This is an optimization exercise on Yosys and OpenROAD, whose aim is small area, a short achievable clock period and few clock cycles per item, not a production implementation. Where RTL was checked, it was by simulation tests only, not by an equivalence proof against the original.

==> run a: inputs <==
==> flow/design.v <==
module MyDesign
(
	input  wire        go,
	output reg         busy,
	input  wire        reset,
	input  wire        clk,
	output wire [15:0] write_data,
	output wire [11:0] write_address,
	output wire        write_enable,
	output wire [11:0] read_input_address,
	input  wire [15:0] read_input_data,
	output wire [11:0] read_weight_address,
	input  wire [15:0] read_weight_data
);
	localparam S_IDLE = 2'd0, S_RUN = 2'd1, S_FLUSH = 2'd2, S_TAIL = 2'd3;
	reg [1:0]  st;
	reg        bub;         
	reg [4:0]  p;           
	reg [3:0]  g;           
	reg [4:0]  K;           
	reg [4:0]  Kn;          
	reg        endn;        
	reg        l1;          
	reg [9:0]  XB;          
	reg [9:0]  IA;
	reg [11:0] B;           
	reg [11:0] WA;
	reg [11:0] OC;
	assign read_input_address  = {2'b00, IA};
	assign read_weight_address = WA;
	assign write_address       = OC;
	wire       sg   = K[0];                   
	wire [4:0] off1 = {1'b0, K[4:1]};         
	wire [4:0] off2 = K;                      
	wire [5:0] off3 = K + K[4:1];             
	wire [4:0] KP   = K + {4'b0, sg};         
	wire [4:0] Pm1  = {KP[3:0] - 4'd1, 1'b1};  
	wire       lastp = (p == Pm1);
	wire       lastg = (g == K[3:0] - 4'd1);
	wire       adv   = sg ? (p[1:0] == 2'd2) : (p[1:0] == 2'd3);
	wire       blkl  = sg ? (p[4:1] == {KP[3:0] - 4'd1}) : lastp;
	wire       dummy = (p[4:1] >= K);
	reg  t_f, t_w, t_z, t_cap;
	always @(*) begin
		t_f = 1'b0; t_w = 1'b0; t_z = 1'b1; t_cap = 1'b0;
		case (st)
			S_RUN: begin
				if (bub) t_cap = 1'b1;
				else begin
					t_f = (p == 5'd0);
					t_w = ~(l1 & (g == 4'd0));
					t_z = dummy;
				end
			end
			S_FLUSH: begin t_f = 1'b1; t_w = 1'b1; end
			default: ;
		endcase
	end
	reg  [5:0]  incB;
	reg  [11:0] Bn;
	reg  [4:0]  pn;
	reg  [5:0]  offn;
	always @(*) begin
		if (adv) incB = blkl ? (lastg ? off3 + 6'd2 : off3 + 6'd1) : 6'd1;
		else     incB = 6'd0;
		Bn = B + {6'b0, incB};
		pn = lastp ? 5'd0 : p + 5'd1;
		case (sg ? (2'd0 - pn[1:0]) : pn[1:0])
			2'd0: offn = 6'd0;
			2'd1: offn = {1'b0, off1};
			2'd2: offn = {1'b0, off2};
			default: offn = off3;
		endcase
	end
	wire [9:0] XBn = XB + {4'b0, K, 1'b1};    
	always @(posedge clk or negedge reset) begin
		if (!reset) begin
			st <= S_IDLE; busy <= 1'b0; bub <= 1'b0; IA <= 10'd0;
		end else begin
			case (st)
				S_IDLE: begin
					IA <= 10'd0;
					if (go) begin
						busy <= 1'b1;
						st   <= S_RUN;
						bub  <= 1'b1;
						IA   <= {4'b0, read_input_data[6:2], 1'b1};
					end
				end
				S_RUN: begin
					if (bub) begin
						bub <= 1'b0;
						IA  <= XB;
					end else if (!lastp) begin
						IA <= IA + 10'd1;
					end else if (!lastg) begin
						IA <= XB;
					end else if (endn) begin
						st <= S_FLUSH;
					end else begin
						bub <= 1'b1;
						IA  <= XBn + {4'b0, Kn, 1'b0};
					end
				end
				S_FLUSH: st <= S_TAIL;
				default: begin
					if (p == 5'd4) begin
						st   <= S_IDLE;
						busy <= 1'b0;
						IA   <= 10'd0;
					end
				end
			endcase
		end
	end
	always @(posedge clk) begin
		case (st)
			S_IDLE: begin
				K  <= read_input_data[6:2];
				l1 <= 1'b1;
				XB <= 10'd1;
				B  <= 12'd1;
				WA <= 12'd1 + {8'b0, read_input_data[6:3]};
				OC <= 12'd0;
			end
			S_RUN: begin
				if (bub) begin
					p  <= 5'd0;
					g  <= 4'd0;
					WA <= B;
				end else begin
					B <= Bn;
					p <= pn;
					if (lastp) g <= g + 4'd1;
					if (lastp && lastg) begin
						K  <= Kn;
						XB <= XBn;
						l1 <= 1'b0;
						WA <= Bn + {8'b0, Kn[4:1]};
					end else
						WA <= Bn + {6'b0, offn};
				end
			end
			S_FLUSH: p <= 5'd0;
			default: p <= p + 5'd1;
		endcase
		if (write_enable) OC <= OC + 12'd1;
	end
	reg        fA, wA, zA, capA, mA;
	reg [1:0]  pA;
	always @(posedge clk or negedge reset) begin
		if (!reset) fA <= 1'b0;
		else        fA <= t_f;
	end
	always @(posedge clk) begin
		wA <= t_w; zA <= t_z; capA <= t_cap; mA <= sg; pA <= p[1:0];
		if (capA) begin
			Kn   <= read_input_data[6:2];
			endn <= &read_input_data[7:0];
		end
	end
	reg [15:0] X0, X1, X2, X3;
	reg [3:0]  xf;
	reg [3:0]  xw, xm;
	reg [1:0]  xp0, xp1, xp2, xp3;
	always @(posedge clk or negedge reset) begin
		if (!reset) xf <= 4'b0;
		else        xf <= {xf[2:0], fA};
	end
	always @(posedge clk) begin
		X0 <= zA ? 16'd0 : read_input_data;
		X1 <= X0; X2 <= X1; X3 <= X2;
		xw <= {xw[2:0], wA};
		xm <= {xm[2:0], mA};
		xp0 <= pA; xp1 <= xp0; xp2 <= xp1; xp3 <= xp2;
	end
	reg [15:0]  S1;
	reg [15:4]  S2;
	reg [15:8]  S3;
	always @(posedge clk) begin
		S1 <= read_weight_data;
		S2 <= S1[15:4];
		S3 <= S2[15:8];
	end
	wire [3:0] c0 = read_weight_data[3:0];
	wire [3:0] c1 = S1[7:4];
	wire [3:0] c2 = S2[11:8];
	wire [3:0] c3 = S3[15:12];
	wire [15:0] acc0, acc1, acc2, acc3;
	wire [3:0]  we = xf & xw;
	nn_row #(.ODD(0)) r0 (.clk(clk), .x(X0), .f(xf[0]), .m(mA), .pi(pA),
		.c0(c0), .c1(c1), .c2(c2), .c3(c3), .acc(acc0));
	nn_row #(.ODD(1)) r1 (.clk(clk), .x(X1), .f(xf[1]), .m(xm[0]), .pi(xp0),
		.c0(c0), .c1(c1), .c2(c2), .c3(c3), .acc(acc1));
	nn_row #(.ODD(0)) r2 (.clk(clk), .x(X2), .f(xf[2]), .m(xm[1]), .pi(xp1),
		.c0(c0), .c1(c1), .c2(c2), .c3(c3), .acc(acc2));
	nn_row #(.ODD(1)) r3 (.clk(clk), .x(X3), .f(xf[3]), .m(xm[2]), .pi(xp2),
		.c0(c0), .c1(c1), .c2(c2), .c3(c3), .acc(acc3));
	assign write_enable = |we;
	assign write_data = ({16{we[0]}} & acc0) | ({16{we[1]}} & acc1)
	                  | ({16{we[2]}} & acc2) | ({16{we[3]}} & acc3);
endmodule
module nn_row #(parameter ODD = 0)
(
	input  wire        clk,
	input  wire [15:0] x,
	input  wire        f,
	input  wire        m,
	input  wire [1:0]  pi,
	input  wire [3:0]  c0, c1, c2, c3,
	output reg  [15:0] acc
);
	wire [1:0] j = {pi[1] ^ (m & (ODD != 0)), pi[0]};
	reg  [3:0] wn;
	always @(posedge clk) begin
		case (j)
			2'd0: wn <= c0;
			2'd1: wn <= c1;
			2'd2: wn <= c2;
			default: wn <= c3;
		endcase
	end
	wire [15:0] xl = {{8{x[7]}}, x[7:0]};
	wire [15:0] xh = {{8{x[15]}}, x[15:8]};
	wire [15:0] tl = wn[0] ? xl : (wn[1] ? {xl[14:0], 1'b0} : 16'd0);
	wire [15:0] th = wn[2] ? xh : (wn[3] ? {xh[14:0], 1'b0} : 16'd0);
	wire [15:0] pl = tl ^ {16{wn[1]}};
	wire [15:0] ph = th ^ {16{wn[3]}};
	wire [15:0] a  = f ? 16'd0 : acc;
	always @(posedge clk)
		acc <= a + pl + ph + {14'd0, wn[3] & wn[1], wn[3] ^ wn[1]};
endmodule
==> flow/run.sh <==
#!/bin/bash
# synth_recipe.tcl (not shown) runs the flow's synth.tcl, then flattens the netlist and writes it again
# the make line also repeats each setting of config.mk as NAME=value (left out here)
make -C /OpenROAD-flow-scripts/flow DESIGN_CONFIG=/design/flow/config.mk WORK_HOME=/design/flow/orfs CLKGATE_MAP_FILE= SYNTH_SCRIPT=/design/flow/synth_recipe.tcl finish
==> flow/config.mk <==
export PLATFORM = sky130hd
export DESIGN_NAME = MyDesign
export DESIGN_NICKNAME = MyDesign
export VERILOG_FILES = /design/flow/design.v
export SDC_FILE = /design/flow/constraint.sdc
export NUM_CORES = 4
export LEC_CHECK = 0
export ABC_CLOCK_PERIOD_IN_PS = 3000
export CAP_MARGIN = 20
export CORE_MARGIN = 2
export CORE_UTILIZATION = 40
export SETUP_SLACK_MARGIN = 3.5
export SLEW_MARGIN = 20
==> flow/constraint.sdc <==
create_clock -name core_clock -period 6.5 [get_ports {clk}]
set_input_delay 1.3000 -clock core_clock [delete_from_list [all_inputs] [get_ports {clk}]]
set_output_delay 1.3000 -clock core_clock [all_outputs]
set_load 0.01 [all_outputs]
==> inputs of run b, as changes to run a <==
==> flow/design.v, changed modules only <==
module MyDesign
(
	input  wire        go,
	output reg         busy,
	input  wire        reset,
	input  wire        clk,
	output wire [15:0] write_data,
	output wire [11:0] write_address,
	output wire        write_enable,
	output wire [11:0] read_input_address,
	input  wire [15:0] read_input_data,
	output wire [11:0] read_weight_address,
	input  wire [15:0] read_weight_data
);
	localparam S_IDLE = 2'd0, S_RUN = 2'd1, S_FLUSH = 2'd2, S_TAIL = 2'd3;
	reg [1:0]  st;
	reg        bub;         
	reg [4:0]  p;           
	reg [3:0]  g;           
	reg [4:0]  K;           
	reg [4:0]  Kn;          
	reg        endn;        
	reg        l1;          
	reg [9:0]  XB;          
	reg [9:0]  IA;
	reg [11:0] B;           
	reg [11:0] WA;
	reg [11:0] OC;
	assign read_input_address  = {2'b00, IA};
	assign read_weight_address = WA;
	assign write_address       = OC;
	wire       sg   = K[0];                   
	wire [4:0] off1 = {1'b0, K[4:1]};         
	wire [4:0] off2 = K;                      
	wire [5:0] off3 = K + K[4:1];             
	wire [4:0] KP   = K + {4'b0, sg};         
	wire [4:0] Pm1  = {KP[3:0] - 4'd1, 1'b1};  
	wire       lastp = (p == Pm1);
	wire       lastg = (g == K[3:0] - 4'd1);
	wire       adv   = sg ? (p[1:0] == 2'd2) : (p[1:0] == 2'd3);
	wire       blkl  = sg ? (p[4:1] == {KP[3:0] - 4'd1}) : lastp;
	wire       dummy = (p[4:1] >= K);
	reg  t_f, t_w, t_z, t_cap;
	always @(*) begin
		t_f = 1'b0; t_w = 1'b0; t_z = 1'b1; t_cap = 1'b0;
		case (st)
			S_RUN: begin
				if (bub) t_cap = 1'b1;
				else begin
					t_f = (p == 5'd0);
					t_w = ~(l1 & (g == 4'd0));
					t_z = dummy;
				end
			end
			S_FLUSH: begin t_f = 1'b1; t_w = 1'b1; end
			default: ;
		endcase
	end
	reg  [5:0]  incB;
	reg  [11:0] Bn;
	reg  [4:0]  pn;
	reg  [5:0]  offn;
	always @(*) begin
		if (adv) incB = blkl ? (lastg ? off3 + 6'd2 : off3 + 6'd1) : 6'd1;
		else     incB = 6'd0;
		Bn = B + {6'b0, incB};
		pn = lastp ? 5'd0 : p + 5'd1;
		case (sg ? (2'd0 - pn[1:0]) : pn[1:0])
			2'd0: offn = 6'd0;
			2'd1: offn = {1'b0, off1};
			2'd2: offn = {1'b0, off2};
			default: offn = off3;
		endcase
	end
	wire [9:0] XBn = XB + {4'b0, K, 1'b1};    
	always @(posedge clk or negedge reset) begin
		if (!reset) begin
			st <= S_IDLE; busy <= 1'b0; bub <= 1'b0; IA <= 10'd0;
		end else begin
			case (st)
				S_IDLE: begin
					IA <= 10'd0;
					if (go) begin
						busy <= 1'b1;
						st   <= S_RUN;
						bub  <= 1'b1;
						IA   <= {4'b0, read_input_data[6:2], 1'b1};
					end
				end
				S_RUN: begin
					if (bub) begin
						bub <= 1'b0;
						IA  <= XB;
					end else if (!lastp) begin
						IA <= IA + 10'd1;
					end else if (!lastg) begin
						IA <= XB;
					end else if (endn) begin
						st <= S_FLUSH;
					end else begin
						bub <= 1'b1;
						IA  <= XBn + {4'b0, Kn, 1'b0};
					end
				end
				S_FLUSH: st <= S_TAIL;
				default: begin
					if (p == 5'd4) begin
						st   <= S_IDLE;
						busy <= 1'b0;
						IA   <= 10'd0;
					end
				end
			endcase
		end
	end
	always @(posedge clk) begin
		case (st)
			S_IDLE: begin
				K  <= read_input_data[6:2];
				l1 <= 1'b1;
				XB <= 10'd1;
				B  <= 12'd1;
				WA <= 12'd1 + {8'b0, read_input_data[6:3]};
				OC <= 12'd0;
			end
			S_RUN: begin
				if (bub) begin
					p  <= 5'd0;
					g  <= 4'd0;
					WA <= B;
				end else begin
					B <= Bn;
					p <= pn;
					if (lastp) g <= g + 4'd1;
					if (lastp && lastg) begin
						K  <= Kn;
						XB <= XBn;
						l1 <= 1'b0;
						WA <= Bn + {8'b0, Kn[4:1]};
					end else
						WA <= Bn + {6'b0, offn};
				end
			end
			S_FLUSH: p <= 5'd0;
			default: p <= p + 5'd1;
		endcase
		if (write_enable) OC <= OC + 12'd1;
	end
	reg        fA, wA, zA, capA, mA;
	reg [1:0]  pA;
	always @(posedge clk or negedge reset) begin
		if (!reset) fA <= 1'b0;
		else        fA <= t_f;
	end
	always @(posedge clk) begin
		wA <= t_w; zA <= t_z; capA <= t_cap; mA <= sg; pA <= p[1:0];
		if (capA) begin
			Kn   <= read_input_data[6:2];
			endn <= &read_input_data[7:0];
		end
	end
	reg [15:0] X0, X1, X2, X3;
	reg [3:0]  xf;
	reg [3:0]  xw, xm;
	reg [1:0]  xp0, xp1, xp2, xp3;
	always @(posedge clk or negedge reset) begin
		if (!reset) xf <= 4'b0;
		else        xf <= {xf[2:0], fA};
	end
	always @(posedge clk) begin
		X0 <= zA ? 16'd0 : read_input_data;
		X1 <= X0; X2 <= X1; X3 <= X2;
		xw <= {xw[2:0], wA};
		xm <= {xm[2:0], mA};
		xp0 <= pA; xp1 <= xp0; xp2 <= xp1; xp3 <= xp2;
	end
	reg [15:0] S1;
	reg [15:4] S2;
	reg [15:8] S3;
	reg [15:12] S4;
	always @(posedge clk) begin
		S1 <= read_weight_data;
		S2 <= S1[15:4];
		S3 <= S2[15:8];
		S4 <= S3[15:12];
	end
	wire [15:0] acc0, acc1, acc2, acc3;
	wire [3:0]  we = xf & xw;
	nn_row #(.ODD(0)) r0 (.clk(clk), .x(X0), .f(xf[0]), .m(xm[0]), .pi(xp0),
		.n0(S1[3:0]), .n1(S2[7:4]), .n2(S3[11:8]), .n3(S4[15:12]), .acc(acc0));
	nn_row #(.ODD(1)) r1 (.clk(clk), .x(X1), .f(xf[1]), .m(xm[1]), .pi(xp1),
		.n0(S1[3:0]), .n1(S2[7:4]), .n2(S3[11:8]), .n3(S4[15:12]), .acc(acc1));
	nn_row #(.ODD(0)) r2 (.clk(clk), .x(X2), .f(xf[2]), .m(xm[2]), .pi(xp2),
		.n0(S1[3:0]), .n1(S2[7:4]), .n2(S3[11:8]), .n3(S4[15:12]), .acc(acc2));
	nn_row #(.ODD(1)) r3 (.clk(clk), .x(X3), .f(xf[3]), .m(xm[3]), .pi(xp3),
		.n0(S1[3:0]), .n1(S2[7:4]), .n2(S3[11:8]), .n3(S4[15:12]), .acc(acc3));
	assign write_enable = |we;
	assign write_data = ({16{we[0]}} & acc0) | ({16{we[1]}} & acc1)
	                  | ({16{we[2]}} & acc2) | ({16{we[3]}} & acc3);
endmodule
module nn_row #(parameter ODD = 0)
(
	input  wire        clk,
	input  wire [15:0] x,
	input  wire        f,
	input  wire        m,
	input  wire [1:0]  pi,
	input  wire [3:0]  n0, n1, n2, n3,
	output reg  [15:0] acc
);
	wire [1:0] j = {pi[1] ^ (m & (ODD != 0)), pi[0]};
	reg  [3:0] wn;
	always @(*) begin
		case (j)
			2'd0: wn = n0;
			2'd1: wn = n1;
			2'd2: wn = n2;
			default: wn = n3;
		endcase
	end
	wire signed [7:0]  xl = x[7:0];
	wire signed [7:0]  xh = x[15:8];
	wire signed [1:0]  wl = wn[1:0];
	wire signed [1:0]  wh = wn[3:2];
	wire signed [10:0] s  = xl * wl + xh * wh;
	always @(posedge clk)
		acc <= (f ? 16'd0 : acc) + {{5{s[10]}}, s};
endmodule
- ABC_CLOCK_PERIOD_IN_PS: 3000 -> default
- SETUP_SLACK_MARGIN: 3.5 -> default
==> comparison table <==
|  | run b | run a |
|---|---|---|
| Register area share after synthesis | 32.6% | 34.5% |
| Number of cells in the design after placement | 2,735 | 2,509 |
| First-pass detailed-route iteration total | 5 | 8 |
| GRT Total Usage | 19.0% | 21.8% |
| Status | complete, no violations | complete, no violations |
| Met1 Routed Length | 21,100 microns | 21,900 microns |
| Routability congestion estimate from global placement | 0.883 | 0.887 |
| Worst hold slack after final layout | 0.323 ns | 0.324 ns |
| Leading cell type in the layout, fill and taps excluded | ha_1 | dfxtp_1 |
| Fraction of area in non-clock buffers | 4.69% | 11.5% |
| Area share of the largest cell type after synthesis | 19.7% | 20.7% |
| Post-placement setup slack | 0.219 ns | 1.16 ns |
| Maximum number of pins on one net before global-route repair | 42 | 37 |
Testbench counts of run b, summed over its fixed seeds: cycles 11,403, macs 85,808.
Only the layout flow was run in run a; the RTL was not checked for function there.

## port drivers added, routing unchanged
No port has a modelled driver above. Below, the same layouts with a new extraction and two added sets of constraints.
Step 1, drivers: a clkbuf_16 drives clk and a buf_2 each remaining input, both assumed.
Step 2 times the ports against the registers' clock, not the clock port: input delays grow and output delays shrink by t, the midpoint of the rising clock arrivals with the driver on.
a / b / c = ideal ports / drivers / drivers and shift; a / b = the first two.
run | t (ns) | slack for setup (ns) | worst hold slack (ns) | latest minus earliest clock arrival (ns) | worst register clock-pin slew, ns
run a | 0.587 | 1.747 / 1.747 / 1.747 | 0.324 / 0.324 / 0.324 | 0.033 / 0.034 | 0.06 / 0.06
run b | 0.587 | 0.450 / 0.450 / 0.450 | 0.323 / 0.323 / 0.323 | 0.025 / 0.025 | 0.06 / 0.06
After both steps every run listed still meets setup and hold.
